Background: an optimization exercise with open tools, aiming at small area and a short achievable clock period. Do not read the settings as production practice. RTL that was checked went through simulation tests only; none was proved equivalent to the original.

==> flow/design.v <==
module Top(
	input clk,
	input reset,
	input signed [31:0] n,
	output reg signed [31:0] c
);
	reg [6:0] x;
	wire s = n[31];
	wire [4:0] rem [4:29];
	wire [24:0] q;
	assign rem[4] = {1'b0, n[30:27]} + {1'b0, s, 2'b00, s};    
	genvar i;
	generate
		for (i = 4; i < 29; i = i + 1) begin : div
			wire [4:0] r = rem[i];
			wire b = n[30-i];
			wire o = r[1] | r[0] | b;
			wire ge = r[4] | (r[3] & r[2] & o);    
			assign q[28-i] = ge;
			assign rem[i+1] = {r[3] ^ (ge & r[2] & o), r[2] ^ (ge & o),
			                   r[1] ^ (ge & ~r[0] & ~b), r[0] ^ (ge & ~b), b ^ ge};
		end
	endgenerate
	wire [6:0] rr = {rem[29], n[1:0]};    
	wire [7:0] sm = {1'b0, x} + {1'b0, rr};
	wire ge100 = (sm >= 8'd100);
	wire le100 = (sm <= 8'd100);
	wire [6:0] xn = ge100 ? sm[6:0] - 7'd100 : sm[6:0];
	wire xz = (x == 7'd0);
	wire rz = (rr == 7'd0);
	wire k0 = s ? (~xz & le100) : (ge100 | (xz & rz));
	wire k1 = s & xz & rz;
	wire [24:0] b = q[24:0] ^ {25{s}};
	wire [29:0] n4 = n[31:2];
	wire [25:0] ic;
	wire [24:0] bk;
	wire [25:0] z;    
	wire [25:5] u;    
	assign z[0] = 1'b1;
	assign u[5] = 1'b1;
	assign ic[0] = 1'b0;
	assign ic[1] = k1;
	assign bk[0] = b[0];
	generate
		for (i = 0; i < 25; i = i + 1) begin : zp
			assign z[i+1] = z[i] & ~n4[i];
			if (i >= 5) begin : up
				assign u[i+1] = u[i] & ~n4[i];
			end
		end
		for (i = 1; i < 25; i = i + 1) begin : inc
			assign bk[i] = b[i] ^ ic[i];
		end
		for (i = 2; i < 26; i = i + 1) begin : cj
			wire w;
			if (i <= 3) begin : lo
				assign w = n4[0] & (n4[i-1:1] == 0);
			end else if (i == 4) begin : m4
				assign w = (n4[3:0] == 4'd9);
			end else begin : hi
				assign w = (n4[4:0] == 5'd25) & u[i];
			end
			assign ic[i] = k1 & (z[i] | w);
		end
	endgenerate
	wire [31:0] bv = {6'd0, ic[25], bk};
	wire [31:0] pp = c ^ bv;
	wire [31:0] gg = c & bv;
	wire [32:0] lc, lp, cy;
	wire bcin [6:31];
	wire [31:0] sum;
	assign cy[0] = k0;
	generate
		for (i = 0; i < 32; i = i + 1) begin : add
			localparam START = (i == 6) || (i == 13) || (i == 20) || (i == 26);
			if (i < 6) begin : rip
				assign cy[i+1] = gg[i] | (pp[i] & cy[i]);
			end else begin : blk
				wire lci = START ? 1'b0 : lc[i];
				wire lpi = START ? 1'b1 : lp[i];
				wire cin = START ? cy[i] : bcin[i-1];
				assign bcin[i] = cin;
				assign lc[i+1] = gg[i] | (pp[i] & lci);
				assign lp[i+1] = pp[i] & lpi;
				assign cy[i+1] = lc[i+1] | (lp[i+1] & cin);
			end
			assign sum[i] = pp[i] ^ cy[i];
		end
	endgenerate
	assign lc[6:0] = 7'd0;
	assign lp[6:0] = 7'd0;
	always @(posedge clk) begin
		if (reset) begin
			x <= 7'd50;
			c <= 32'sd0;
		end else begin
			x <= xn;
			c <= sum;
		end
	end
endmodule
export LEC_CHECK = 0
export ABC_AREA = 1
export CAP_MARGIN = 20
export CORE_MARGIN = 2
export CORE_UTILIZATION = 40
export CTS_BUF_LIST = sky130_fd_sc_hd__clkbuf_8
export SLEW_MARGIN = 20
create_clock -name core_clock -period 76.0 [get_ports {clk}]
standard.sh (not shown) runs the stock make flow with config.mk's settings and CLKGATE_MAP_FILE= SYNTH_SCRIPT=/design/flow/synth_recipe.tcl, a recipe that flattens the netlist after the stock synthesis.
==> flow/flow/run.sh <==
#!/bin/bash
# Standard ORFS layout, except that synthesis maps the logic with an
# area-oriented ABC script and without Yosys's full-adder extraction, and
# the port buffers are the smallest buffer cell.
set -euo pipefail
W=$(pwd)
rm -rf "$W/scripts_area"
cp -r "$FLOW_HOME/scripts" "$W/scripts_area"
cp "$W/flow/abc_area.script" "$W/scripts_area/abc_area.script"
SCRIPTS_DIR="$W/scripts_area" ADDER_MAP_FILE= bash standard.sh synth > "$W/synth.log" 2>&1
export BUFFER_PORTS_ARGS="-buffer_cell sky130_fd_sc_hd__buf_1"
bash standard.sh > "$W/layout.log" 2>&1
==> flow/flow/abc_area.script <==
strash
dc2
dch -f
amap -x
topo
stime -c
Change:
--- a/flow/design.v
+++ b/flow/design.v
@@ -31,36 +31,15 @@
 	wire k0 = s ? (~xz & le100) : (ge100 | (xz & rz));
 	wire k1 = s & xz & rz;
 	wire [24:0] b = q[24:0] ^ {25{s}};
-	wire [29:0] n4 = n[31:2];
 	wire [25:0] ic;
 	wire [24:0] bk;
-	wire [25:0] z;    
-	wire [25:5] u;    
-	assign z[0] = 1'b1;
-	assign u[5] = 1'b1;
 	assign ic[0] = 1'b0;
 	assign ic[1] = k1;
 	assign bk[0] = b[0];
 	generate
-		for (i = 0; i < 25; i = i + 1) begin : zp
-			assign z[i+1] = z[i] & ~n4[i];
-			if (i >= 5) begin : up
-				assign u[i+1] = u[i] & ~n4[i];
-			end
-		end
 		for (i = 1; i < 25; i = i + 1) begin : inc
 			assign bk[i] = b[i] ^ ic[i];
-		end
-		for (i = 2; i < 26; i = i + 1) begin : cj
-			wire w;
-			if (i <= 3) begin : lo
-				assign w = n4[0] & (n4[i-1:1] == 0);
-			end else if (i == 4) begin : m4
-				assign w = (n4[3:0] == 4'd9);
-			end else begin : hi
-				assign w = (n4[4:0] == 5'd25) & u[i];
-			end
-			assign ic[i] = k1 & (z[i] | w);
+			assign ic[i+1] = b[i] & ic[i];
 		end
 	endgenerate
 	wire [31:0] bv = {6'd0, ic[25], bk};
Result: Worst setup slack gets better by 1.9 ns. Sequential share of layout area is lower by 0.36 points. Final area increases by 2.1%. Die area rises by 0.92%.
No functional check of the RTL was part of any run of this note.

---

Another version of the RTL of Top (not shown whole).
For scale: roughly 39 flip-flops, about 0.0045 mm2 of cells after synthesis.
==> module Top, before the edit <==
module Top(
	input clk,
	input reset,
	input signed [31:0] n,
	output reg signed [31:0] c
);
	reg [6:0] x;
	wire s = n[31];
	wire [4:0] rem [0:29];
	wire [28:0] q;
	assign rem[0] = {s, s, 3'b000};    
	genvar i;
	generate
		for (i = 0; i < 29; i = i + 1) begin : div
			wire [4:0] r = rem[i];
			wire b = n[30-i];
			wire o = r[1] | r[0] | b;
			wire ge = r[4] | (r[3] & r[2] & o);    
			assign q[28-i] = ge;
			assign rem[i+1] = {r[3] ^ (ge & r[2] & o), r[2] ^ (ge & o),
			                   r[1] ^ (ge & ~r[0] & ~b), r[0] ^ (ge & ~b), b ^ ge};
		end
	endgenerate
	wire [6:0] rr = {rem[29], n[1:0]};    
	wire [7:0] sm = {1'b0, x} + {1'b0, rr};
	wire ge100 = (sm >= 8'd100);
	wire le100 = (sm <= 8'd100);
	wire [6:0] xn = ge100 ? sm[6:0] - 7'd100 : sm[6:0];
	wire xz = (x == 7'd0);
	wire rz = (rr == 7'd0);
	wire k0 = s ? (~xz & le100) : (ge100 | (xz & rz));
	wire k1 = s & xz & rz;
	always @(posedge clk) begin
		if (reset) begin
			x <= 7'd50;
			c <= 32'sd0;
		end else begin
			x <= xn;
			c <= c + (q[24:0] ^ {25{s}}) + {k1, k0};
		end
	end
endmodule
export LEC_CHECK = 0
export ABC_AREA = 1
export CAP_MARGIN = 20
export CORE_MARGIN = 2
export CORE_UTILIZATION = 40
export CTS_BUF_LIST = sky130_fd_sc_hd__clkbuf_8
export SLEW_MARGIN = 20
create_clock -name core_clock -period 76.0 [get_ports {clk}]
Scripts as last shown in full above: flow/flow/run.sh, flow/flow/abc_area.script
Next try:
==> flow/design.v (replaced) <==
module Top(
	input clk,
	input reset,
	input signed [31:0] n,
	output reg signed [31:0] c
);
	reg [6:0] x;
	wire s = n[31];
	wire [4:0] rem [4:29];
	wire [24:0] q;
	assign rem[4] = {1'b0, n[30:27]} + {1'b0, s, 2'b00, s};    
	genvar i;
	generate
		for (i = 4; i < 29; i = i + 1) begin : div
			wire [4:0] r = rem[i];
			wire b = n[30-i];
			wire o = r[1] | r[0] | b;
			wire ge = r[4] | (r[3] & r[2] & o);    
			assign q[28-i] = ge;
			assign rem[i+1] = {r[3] ^ (ge & r[2] & o), r[2] ^ (ge & o),
			                   r[1] ^ (ge & ~r[0] & ~b), r[0] ^ (ge & ~b), b ^ ge};
		end
	endgenerate
	wire [6:0] rr = {rem[29], n[1:0]};    
	wire [7:0] sm = {1'b0, x} + {1'b0, rr};
	wire ge100 = (sm >= 8'd100);
	wire le100 = (sm <= 8'd100);
	wire [6:0] xn = ge100 ? sm[6:0] - 7'd100 : sm[6:0];
	wire xz = (x == 7'd0);
	wire rz = (rr == 7'd0);
	wire k0 = s ? (~xz & le100) : (ge100 | (xz & rz));
	wire k1 = s & xz & rz;
	wire [24:0] b = q[24:0] ^ {25{s}};
	wire [25:0] ic;
	wire [24:0] bk;
	assign ic[0] = 1'b0;
	assign ic[1] = k1;
	assign bk[0] = b[0];
	wire [32:0] cy;
	wire [31:0] sum;
	assign cy[0] = k0;
	generate
		for (i = 1; i < 25; i = i + 1) begin : inc
			assign bk[i] = b[i] ^ ic[i];
			assign ic[i+1] = b[i] & ic[i];
		end
		for (i = 0; i < 32; i = i + 1) begin : add
			wire bb = (i < 25) ? bk[i] : (i == 25) ? ic[25] : 1'b0;
			assign sum[i] = c[i] ^ bb ^ cy[i];
			assign cy[i+1] = (c[i] & bb) | (cy[i] & (c[i] ^ bb));
		end
	endgenerate
	always @(posedge clk) begin
		if (reset) begin
			x <= 7'd50;
			c <= 32'sd0;
		end else begin
			x <= xn;
			c <= sum;
		end
	end
endmodule
Effect: Setup slack loses 2.1 ns; die area drops by roughly a tenth; flip-flop and latch count stays the same; core utilization climbs by 0.86 points; via count drops by a few percent; fmax drops by a few percent; hold slack gains 0.0061 ns.

[what the ideal ports hide]
Ports are ideal in the flow. The routed layouts listed here were re-timed in OpenROAD. Step 1 assumes that a clkbuf_16 drives the clock port and a buf_2 every other input. Step 2, shift: input delay + t, output delay - t, t = (earliest + latest rising clock arrival at the registers) / 2. This alone moves slack from input paths to output paths. Three values: ideal, step 1, step 2; two values: the first two.
| run | t, ns | slack for setup (ns) | worst setup path after step 2 | latest minus earliest clock arrival (ns) |
|---|---|---|---|---|
| the first run of note 1 | 0.330 | 24.696 / 24.702 / 24.372 | input to register | 0.006 / 0.006 |
| the second run of note 1 | 0.315 | 26.635 / 26.644 / 26.330 | input to register | 0.007 / 0.007 |
| the first run of note 2 | 0.317 | 28.233 / 28.241 / 27.925 | input to register | 0.005 / 0.005 |
| the second run of note 2 | 0.308 | 26.148 / 26.155 / 25.847 | input to register | 0.004 / 0.003 |
After both steps every run listed still meets setup and hold. For the first run of note 1, which loses most, drivers alone change the setup slack by +0.006 ns; drivers and shift together by -0.324 ns.
